This is an optimization exercise on Yosys and OpenROAD, whose aim is small area, not a production implementation. Where RTL was checked, it was by simulation tests only, not by an equivalence proof against the original. No driver is modelled on the clock port, so clocking that relies on it looks cheaper here than on a real chip.

==> flow/design.v <==
module viterbi(in0, in1, in2, in3, in4, in5, in6, in7, out, clk, reset, error);
    input [2:0] in0;
    input [2:0] in1;
    input [2:0] in2;
    input [2:0] in3;
    input [2:0] in4;
    input [2:0] in5;
    input [2:0] in6;
    input [2:0] in7;
    output [2:0] out;
    input clk;
    input reset;
    output error;
    wire sl0 = in0 > in4;
    wire sl1 = in1 > in5;
    wire sl2 = in2 > in6;
    wire sl3 = in3 > in7;
    wire [2:0] s0 = sl0 ? in4 : in0;
    wire [2:0] s1 = sl1 ? in5 : in1;
    wire [2:0] s2 = sl2 ? in6 : in2;
    wire [2:0] s3 = sl3 ? in7 : in3;
    reg [4:0] db;
    reg [2:0] dlAr, dlBr;
    reg alAr, alBr;
    wire [3:0] mag = db[4] ? -db[3:0] : db[3:0];
    wire [3:0] loA = db[4] ? 4'd0 : mag, loB = db[4] ? mag : 4'd0;
    wire [3:0] m0 = loA + (alAr ? 3'd0 : dlAr);
    wire [3:0] m1 = loA + (alAr ? dlAr : 3'd0);
    wire [3:0] m2 = loB + (alBr ? 3'd0 : dlBr);
    wire [3:0] m3 = loB + (alBr ? dlBr : 3'd0);
    wire smA = m0 > m2, ssA = s0 > s2;
    wire smB = m1 > m3, ssB = s1 > s3;
    wire [3:0] mhA = smA ? m0 : m2;
    wire [2:0] mlA = smA ? m2[2:0] : m0[2:0];     
    wire [3:0] mhB = smB ? m1 : m3;
    wire [2:0] mlB = smB ? m3[2:0] : m1[2:0];
    wire [2:0] slA = ssA ? s2 : s0, shA = ssA ? s0 : s2;
    wire [2:0] slB = ssB ? s3 : s1, shB = ssB ? s1 : s3;
    wire [3:0] dA = mhA - {1'b0, mlA}, dB = mhB - {1'b0, mlB};
    wire [2:0] eA = shA - slA, eB = shB - slB;
    wire [3:0] baseA = mlA + slA, baseB = mlB + slB;       
    wire [4:0] topA = mhA + shA, topB = mhB + shB;       
    wire err_n = topA[4] | topB[4];
    wire dgtA = dA > eA, dltA = dA < eA;
    wire dgtB = dB > eB, dltB = dB < eB;
    wire [3:0] dlA = dgtA ? eA : dA, dlB = dgtB ? eB : dB;    
    wire a0 = smA ? (ssA | dgtA) : (ssA & dltA);
    wire a1 = smA ? (~ssA | dgtA) : (~ssA & dltA);
    wire a2 = smB ? (ssB | dgtB) : (ssB & dltB);
    wire a3 = smB ? (~ssB | dgtB) : (~ssB & dltB);
    wire [4:0] dAB = {1'b0, baseA} - {1'b0, baseB};      
    wire alA = smA == ssA, alB = smB == ssB;                   
    reg err;
    reg [3:0] acs;        
    reg [3:0] sel;        
    always @(posedge clk) begin
        if (!reset) begin
            db <= 5'd0; dlAr <= 3'd0; dlBr <= 3'd0; alAr <= 1'b0; alBr <= 1'b0;
            err <= 1'b0; acs <= 4'd0; sel <= 4'd0;
        end else begin
            db <= dAB;
            dlAr <= dlA[2:0]; dlBr <= dlB[2:0];
            alAr <= alA; alBr <= alB;
            err <= err_n;
            acs <= {a3, a2, a1, a0};
            sel <= {sl3, sl2, sl1, sl0};
        end
    end
    assign error = err;
    wire [1:0] control = (m0 == 4'd0) ? 2'd0 : (m1 == 4'd0) ? 2'd1 : (m2 == 4'd0) ? 2'd2 : 2'd3;
    reg [3:0] ah [0:11];
    reg [3:0] sh [0:11];
    integer i;
    always @(posedge clk) begin
        ah[0] <= acs;
        sh[0] <= sel;
        for (i = 1; i < 12; i = i + 1) begin
            ah[i] <= ah[i-1];
            sh[i] <= sh[i-1];
        end
    end
    reg [3:0] cnt;
    always @(posedge clk) begin
        if (!reset) cnt <= 4'd0;
        else if (cnt != 4'd12) cnt <= cnt + 4'd1;
    end
    wire valid = cnt == 4'd12;
    wire [12:0] h;
    assign h[0] = control[0];
    assign h[1] = control[1];
    genvar g;
    generate
        for (g = 0; g < 11; g = g + 1) begin : trace
            wire t1 = h[g] ? ah[g][3] : ah[g][2];
            wire t0 = h[g] ? ah[g][1] : ah[g][0];
            assign h[g+2] = h[g+1] ? t1 : t0;
        end
    endgenerate
    wire x = h[12] ? (h[11] ? ~ah[11][3] : ah[11][2]) : (h[11] ? ~ah[11][1] : ah[11][0]);
    wire sb = x ? (h[12] ? sh[11][3] : sh[11][2]) : (h[12] ? sh[11][1] : sh[11][0]);
    assign out = valid ? {sb, x, h[12]} : 3'd0;
endmodule
Settings: LEC_CHECK=0, CAP_MARGIN=20, CORE_MARGIN=2, CORE_UTILIZATION=40, SLEW_MARGIN=20; clock period 12.0 ns.
standard.sh (not shown) runs the stock make flow with config.mk's settings and CLKGATE_MAP_FILE= SYNTH_SCRIPT=/design/flow/synth_recipe.tcl, a recipe that flattens the netlist after the stock synthesis.
==> flow/flow/run.sh <==
#!/bin/bash
# Own layout flow: the standard layout (standard.sh) with these changes:
#  * synthesis: ABC maps the logic with an area-oriented script (flow/area.abc)
#    instead of ORFS's delay-oriented one, without ORFS's Kogge-Stone adder
#    map and full/half-adder extraction.  Flip-flops, their names and cells
#    are the standard synthesis's.
#  * port buffers are the smallest buffer, sky130_fd_sc_hd__buf_1 (every port
#    is still buffered);
set -euo pipefail
W=$(pwd)
ORIG=$(grep -o 'SYNTH_SCRIPT=[^ ]*' standard.sh | head -1 | cut -d= -f2- | tr -d "'\"")
sed "s#SYNTH_SCRIPT=[^ ]*#SYNTH_SCRIPT=$W/flow/synth_wrap.tcl#" standard.sh > my_standard.sh
export ORIG_SYNTH_SCRIPT="$ORIG"
export MY_ABC_SCRIPT="$W/flow/area.abc"
export ADDER_MAP_FILE=
export SYNTH_OPERATIONS_ARGS=-noshare
export BUFFER_PORTS_ARGS="-buffer_cell sky130_fd_sc_hd__buf_1"
export CTS_ARGS="-sink_clustering_enable -repair_clock_nets -dont_use_dummy_load -buf_list sky130_fd_sc_hd__clkbuf_4"
export POST_CTS_TCL="$W/flow/post_cts.tcl"
bash my_standard.sh synth > synth.log 2>&1
bash my_standard.sh > layout.log 2>&1
Other scripts of this flow, unchanged in this note and not shown: flow/flow/area.abc, flow/flow/post_cts.tcl, flow/flow/synth_wrap.tcl
Rerun with:
--- a/flow/design.v
+++ b/flow/design.v
@@ -66,9 +66,12 @@
             sel <= {sl3, sl2, sl1, sl0};
         end
     end
     assign error = err;
-    wire [1:0] control = (m0 == 4'd0) ? 2'd0 : (m1 == 4'd0) ? 2'd1 : (m2 == 4'd0) ? 2'd2 : 2'd3;
+    wire zA = db[4] | (db == 5'd0), zB = ~db[4];
+    wire zdA = dlAr == 3'd0, zdB = dlBr == 3'd0;
+    wire [1:0] control = (zA & (alAr | zdA)) ? 2'd0 : (zA & (~alAr | zdA)) ? 2'd1 :
+                         (zB & (alBr | zdB)) ? 2'd2 : 2'd3;
     reg [3:0] ah [0:11];
     reg [3:0] sh [0:11];
     integer i;
     always @(posedge clk) begin
Effect:
- global-route usage fell by 0.55 points
- synthesized area fell slightly
- via count fell slightly
- non-clock buffer count is unchanged
- final area fell slightly
- core utilization fell by 0.67 points
- setup slack is better by 660 ps
Only the layout flow was run in the first run of this note; the RTL was not checked for function there.

## red
viterbi, a different RTL version from the one above (not shown whole).
Size in the first run: about 130 flip-flops, about 30 I/O pins.
==> module viterbi, before the edit <==
module viterbi(in0, in1, in2, in3, in4, in5, in6, in7, out, clk, reset, error);
    input [2:0] in0;
    input [2:0] in1;
    input [2:0] in2;
    input [2:0] in3;
    input [2:0] in4;
    input [2:0] in5;
    input [2:0] in6;
    input [2:0] in7;
    output [2:0] out;
    input clk;
    input reset;
    output error;
    wire sl0 = in0 > in4;
    wire sl1 = in1 > in5;
    wire sl2 = in2 > in6;
    wire sl3 = in3 > in7;
    wire [2:0] s0 = sl0 ? in4 : in0;
    wire [2:0] s1 = sl1 ? in5 : in1;
    wire [2:0] s2 = sl2 ? in6 : in2;
    wire [2:0] s3 = sl3 ? in7 : in3;
    reg [3:0] m0, m1, m2, m3;
    wire smA = m0 > m2, ssA = s0 > s2;
    wire smB = m1 > m3, ssB = s1 > s3;
    wire [3:0] mhA = smA ? m0 : m2;
    wire [2:0] mlA = smA ? m2[2:0] : m0[2:0];     
    wire [3:0] mhB = smB ? m1 : m3;
    wire [2:0] mlB = smB ? m3[2:0] : m1[2:0];
    wire [2:0] slA = ssA ? s2 : s0, shA = ssA ? s0 : s2;
    wire [2:0] slB = ssB ? s3 : s1, shB = ssB ? s1 : s3;
    wire [3:0] dA = mhA - {1'b0, mlA}, dB = mhB - {1'b0, mlB};
    wire [2:0] eA = shA - slA, eB = shB - slB;
    wire [3:0] baseA = mlA + slA, baseB = mlB + slB;       
    wire [4:0] topA = mhA + shA, topB = mhB + shB;       
    wire err_n = topA[4] | topB[4];
    wire dgtA = dA > eA, dltA = dA < eA;
    wire dgtB = dB > eB, dltB = dB < eB;
    wire [3:0] dlA = dgtA ? eA : dA, dlB = dgtB ? eB : dB;    
    wire a0 = smA ? (ssA | dgtA) : (ssA & dltA);
    wire a1 = smA ? (~ssA | dgtA) : (~ssA & dltA);
    wire a2 = smB ? (ssB | dgtB) : (ssB & dltB);
    wire a3 = smB ? (~ssB | dgtB) : (~ssB & dltB);
    wire bab = baseA > baseB;
    wire [3:0] hi = bab ? baseA : baseB, lo = bab ? baseB : baseA;
    wire [3:0] o = hi - lo;
    wire [3:0] oA = bab ? o[3:0] : 4'd0, oB = bab ? 4'd0 : o[3:0];
    wire [3:0] hA = oA + dlA, hB = oB + dlB;
    wire alA = smA == ssA, alB = smB == ssB;                   
    reg err;
    reg [3:0] acs;        
    reg [3:0] sel;        
    always @(posedge clk) begin
        if (!reset) begin
            m0 <= 4'd0; m1 <= 4'd0; m2 <= 4'd0; m3 <= 4'd0;
            err <= 1'b0; acs <= 4'd0; sel <= 4'd0;
        end else begin
            m0 <= alA ? oA : hA;
            m1 <= alA ? hA : oA;
            m2 <= alB ? oB : hB;
            m3 <= alB ? hB : oB;
            err <= err_n;
            acs <= {a3, a2, a1, a0};
            sel <= {sl3, sl2, sl1, sl0};
        end
    end
    assign error = err;
    wire [1:0] control = (m0 == 4'd0) ? 2'd0 : (m1 == 4'd0) ? 2'd1 : (m2 == 4'd0) ? 2'd2 : 2'd3;
    reg [3:0] ah [0:11];
    reg [3:0] sh [0:11];
    integer i;
    always @(posedge clk) begin
        ah[0] <= acs;
        sh[0] <= sel;
        for (i = 1; i < 12; i = i + 1) begin
            ah[i] <= ah[i-1];
            sh[i] <= sh[i-1];
        end
    end
    reg [3:0] cnt;
    always @(posedge clk) begin
        if (!reset) cnt <= 4'd0;
        else if (cnt != 4'd12) cnt <= cnt + 4'd1;
    end
    wire valid = cnt == 4'd12;
    wire [12:0] h;
    assign h[0] = control[0];
    assign h[1] = control[1];
    genvar g;
    generate
        for (g = 0; g < 11; g = g + 1) begin : trace
            wire t1 = h[g] ? ah[g][3] : ah[g][2];
            wire t0 = h[g] ? ah[g][1] : ah[g][0];
            assign h[g+2] = h[g+1] ? t1 : t0;
        end
    endgenerate
    wire x = h[12] ? (h[11] ? ~ah[11][3] : ah[11][2]) : (h[11] ? ~ah[11][1] : ah[11][0]);
    wire sb = x ? (h[12] ? sh[11][3] : sh[11][2]) : (h[12] ? sh[11][1] : sh[11][0]);
    assign out = valid ? {sb, x, h[12]} : 3'd0;
endmodule
export LEC_CHECK = 0
export CAP_MARGIN = 20
export CORE_MARGIN = 2
export CORE_UTILIZATION = 40
export SLEW_MARGIN = 20
create_clock -name core_clock -period 12.0 [get_ports {clk}]
==> flow/flow/area.abc <==
strash
dch -f
amap
topo
==> flow/flow/post_cts.tcl <==
set clk_slew_target 0.105
proc clkfix_is_clkbuf { inst } {
  return [string match "sky130_fd_sc_hd__clkbuf_*" [get_property $inst ref_name]]
}
proc clkfix_loads { inst } {
  set o [get_pins -of_objects $inst -filter "direction==output"]
  return [get_pins -of_objects [get_nets -of_objects $o] -filter "direction==input"]
}
proc clkfix_worst_slew { inst } {
  set worst 0
  foreach p [clkfix_loads $inst] {
    set s [get_property $p slew_max]
    if { $s > $worst } { set worst $s }
  }
  return $worst
}
set clkfix_bufs {}
foreach inst [get_cells *] { if { [clkfix_is_clkbuf $inst] } { lappend clkfix_bufs $inst } }
set clkfix_leaves {}
foreach b $clkfix_bufs {
  set drives_buf 0
  foreach p [clkfix_loads $b] {
    if { [clkfix_is_clkbuf [get_cells -of_objects $p]] } { set drives_buf 1 }
  }
  if { $drives_buf } {
    replace_cell $b sky130_fd_sc_hd__clkbuf_8
  } else {
    lappend clkfix_leaves $b
  }
}
estimate_parasitics -placement
foreach b $clkfix_leaves {
  foreach sz {sky130_fd_sc_hd__clkbuf_2 sky130_fd_sc_hd__clkbuf_4 sky130_fd_sc_hd__clkbuf_8 sky130_fd_sc_hd__clkbuf_16} {
    replace_cell $b $sz
    estimate_parasitics -placement
    if { [clkfix_worst_slew $b] < $clk_slew_target } { break }
  }
}
detailed_placement
check_placement -verbose
estimate_parasitics -placement
set clkfix_max 0
foreach p [get_pins -hierarchical */CLK] { set s [get_property $p slew_max]; if { $s > $clkfix_max } { set clkfix_max $s } }
puts "clock buffer sizing: worst flip-flop clock slew [format %.3f [expr { $clkfix_max * 1000 }]] ps (estimate)"
==> flow/flow/synth_wrap.tcl <==
# Runs the standard flow's synthesis script unchanged, except that the abc call uses
# MY_ABC_SCRIPT (area-oriented) in place of its -script, without -D.
proc abc {args} {
  set out {}
  set skip 0
  foreach a $args {
    if { $skip } { set skip 0; continue }
    if { $a eq "-script" || $a eq "-D" } { set skip 1; continue }
    lappend out $a
  }
  yosys abc -script $::env(MY_ABC_SCRIPT) {*}$out
}
source $::env(ORIG_SYNTH_SCRIPT)
Scripts as last shown in full above: flow/flow/run.sh
[inputs] blue vs red
==> flow/design.v <==
module viterbi(in0, in1, in2, in3, in4, in5, in6, in7, out, clk, reset, error);
    input [2:0] in0;
    input [2:0] in1;
    input [2:0] in2;
    input [2:0] in3;
    input [2:0] in4;
    input [2:0] in5;
    input [2:0] in6;
    input [2:0] in7;
    output [2:0] out;
    input clk;
    input reset;
    output error;
    wire sl0 = in0 > in4;
    wire sl1 = in1 > in5;
    wire sl2 = in2 > in6;
    wire sl3 = in3 > in7;
    wire [2:0] s0 = sl0 ? in4 : in0;
    wire [2:0] s1 = sl1 ? in5 : in1;
    wire [2:0] s2 = sl2 ? in6 : in2;
    wire [2:0] s3 = sl3 ? in7 : in3;
    reg [4:0] db;
    reg [2:0] dlAr, dlBr;
    reg alAr, alBr;
    wire [3:0] mag = db[4] ? -db[3:0] : db[3:0];
    wire [2:0] xA = alAr ? 3'd0 : dlAr, yA = alAr ? dlAr : 3'd0;
    wire [2:0] xB = alBr ? 3'd0 : dlBr, yB = alBr ? dlBr : 3'd0;
    wire gA = ~db[4];
    wire [3:0] pA = mag + (gA ? xA : xB), pB = mag + (gA ? yA : yB);
    wire [2:0] qA = gA ? xB : xA, qB = gA ? yB : yA;
    wire cA = pA > {1'b0, qA}, eqA = pA == {1'b0, qA};
    wire cB = pB > {1'b0, qB}, eqB = pB == {1'b0, qB};
    wire smA = gA ? cA : ~(cA | eqA), ssA = s0 > s2;      
    wire smB = gA ? cB : ~(cB | eqB), ssB = s1 > s3;      
    wire [3:0] mhA = cA ? pA : {1'b0, qA}, mhB = cB ? pB : {1'b0, qB};
    wire [2:0] mlA = cA ? qA : pA[2:0], mlB = cB ? qB : pB[2:0];
    wire [2:0] slA = ssA ? s2 : s0, shA = ssA ? s0 : s2;
    wire [2:0] slB = ssB ? s3 : s1, shB = ssB ? s1 : s3;
    wire [3:0] dA = mhA - {1'b0, mlA}, dB = mhB - {1'b0, mlB};
    wire [2:0] eA = shA - slA, eB = shB - slB;
    wire [3:0] baseA = mlA + slA, baseB = mlB + slB;       
    wire [4:0] topA = pA + shA, topB = pB + shB;       
    wire err_n = topA[4] | topB[4];
    wire dgtA = dA > eA, dltA = dA < eA;
    wire dgtB = dB > eB, dltB = dB < eB;
    wire [3:0] dlA = dgtA ? eA : dA, dlB = dgtB ? eB : dB;    
    wire a0 = smA ? (ssA | dgtA) : (ssA & dltA);
    wire a1 = smA ? (~ssA | dgtA) : (~ssA & dltA);
    wire a2 = smB ? (ssB | dgtB) : (ssB & dltB);
    wire a3 = smB ? (~ssB | dgtB) : (~ssB & dltB);
    wire [4:0] dAB = {1'b0, baseA} - {1'b0, baseB};      
    wire alA = smA == ssA, alB = smB == ssB;                   
    reg err;
    reg [3:0] acs;        
    reg [3:0] sel;        
    always @(posedge clk) begin
        if (!reset) begin
            db <= 5'd0; dlAr <= 3'd0; dlBr <= 3'd0; alAr <= 1'b0; alBr <= 1'b0;
            err <= 1'b0; acs <= 4'd0; sel <= 4'd0;
        end else begin
            db <= dAB;
            dlAr <= dlA[2:0]; dlBr <= dlB[2:0];
            alAr <= alA; alBr <= alB;
            err <= err_n;
            acs <= {a3, a2, a1, a0};
            sel <= {sl3, sl2, sl1, sl0};
        end
    end
    assign error = err;
    wire zA = db[4] | (db == 5'd0), zB = ~db[4];
    wire zdA = dlAr == 3'd0, zdB = dlBr == 3'd0;
    wire [1:0] control = (zA & (alAr | zdA)) ? 2'd0 : (zA & (~alAr | zdA)) ? 2'd1 :
                         (zB & (alBr | zdB)) ? 2'd2 : 2'd3;
    reg [3:0] ah [0:11];
    reg [3:0] sh [0:11];
    integer i;
    always @(posedge clk) begin
        ah[0] <= acs;
        sh[0] <= sel;
        for (i = 1; i < 12; i = i + 1) begin
            ah[i] <= ah[i-1];
            sh[i] <= sh[i-1];
        end
    end
    reg [3:0] cnt;
    always @(posedge clk) begin
        if (!reset) cnt <= 4'd0;
        else if (cnt != 4'd12) cnt <= cnt + 4'd1;
    end
    wire valid = cnt == 4'd12;
    wire [12:0] h;
    assign h[0] = control[0];
    assign h[1] = control[1];
    genvar g;
    generate
        for (g = 0; g < 11; g = g + 1) begin : trace
            wire t1 = h[g] ? ah[g][3] : ah[g][2];
            wire t0 = h[g] ? ah[g][1] : ah[g][0];
            assign h[g+2] = h[g+1] ? t1 : t0;
        end
    endgenerate
    wire x = h[12] ? (h[11] ? ~ah[11][3] : ah[11][2]) : (h[11] ? ~ah[11][1] : ah[11][0]);
    wire sb = x ? (h[12] ? sh[11][3] : sh[11][2]) : (h[12] ? sh[11][1] : sh[11][0]);
    assign out = valid ? {sb, x, h[12]} : 3'd0;
endmodule
Findings:
- For the wire length after detailed routing, blue came in 3.6% lower than red did.
- Compared with red, blue shows met1 global-route usage higher by 0.29 points.
- Non-clock buffer total of the final layout essentially unchanged between red and blue.
- Compared with red, blue shows a delay of the slowest critical-path stage that is 290 ps higher.
- Looking at flip-flop and latch count, blue sits 3 lower than red does.
- Comparing blue with red, the non-clock buffer contribution to total cell area came out essentially unchanged.

[re-timing with driven ports]
The flow's constraints put no driver on any port. The routed layouts listed below were extracted and timed again, unchanged, in two steps.
Step 1: set_driving_cell puts a clkbuf_16 on clk and a buf_2 on each other input, an assumption about the parent block.
Step 2 adds t to the input delays and takes it off the output delays; t is the mean of the earliest and latest rising clock arrival at the registers after step 1. Input paths then give back, and output paths get back, about the clock's delay inside the block.
a / b / c = no drivers / after step 1 / after step 2; a / b = the first two.
| run | t (ns) | slack for setup (ns) | worst setup path at the end | latest minus earliest clock arrival (ns) | pins driven straight from the clock port |
|---|---|---|---|---|---|
| the first run of note 1 | 0.408 | 1.115 / 1.081 / 1.489 | register to output | 0.045 / 0.046 | 1 |
| the second run of note 1 | 0.398 | 1.779 / 1.748 / 2.146 | register to output | 0.055 / 0.054 | 1 |
| red | 0.397 | 1.844 / 1.812 / 2.210 | register to output | 0.043 / 0.043 | 1 |
| blue | 0.392 | 1.060 / 1.028 / 1.421 | register to output | 0.062 / 0.063 | 1 |
After both steps setup and hold are still met in every run listed.
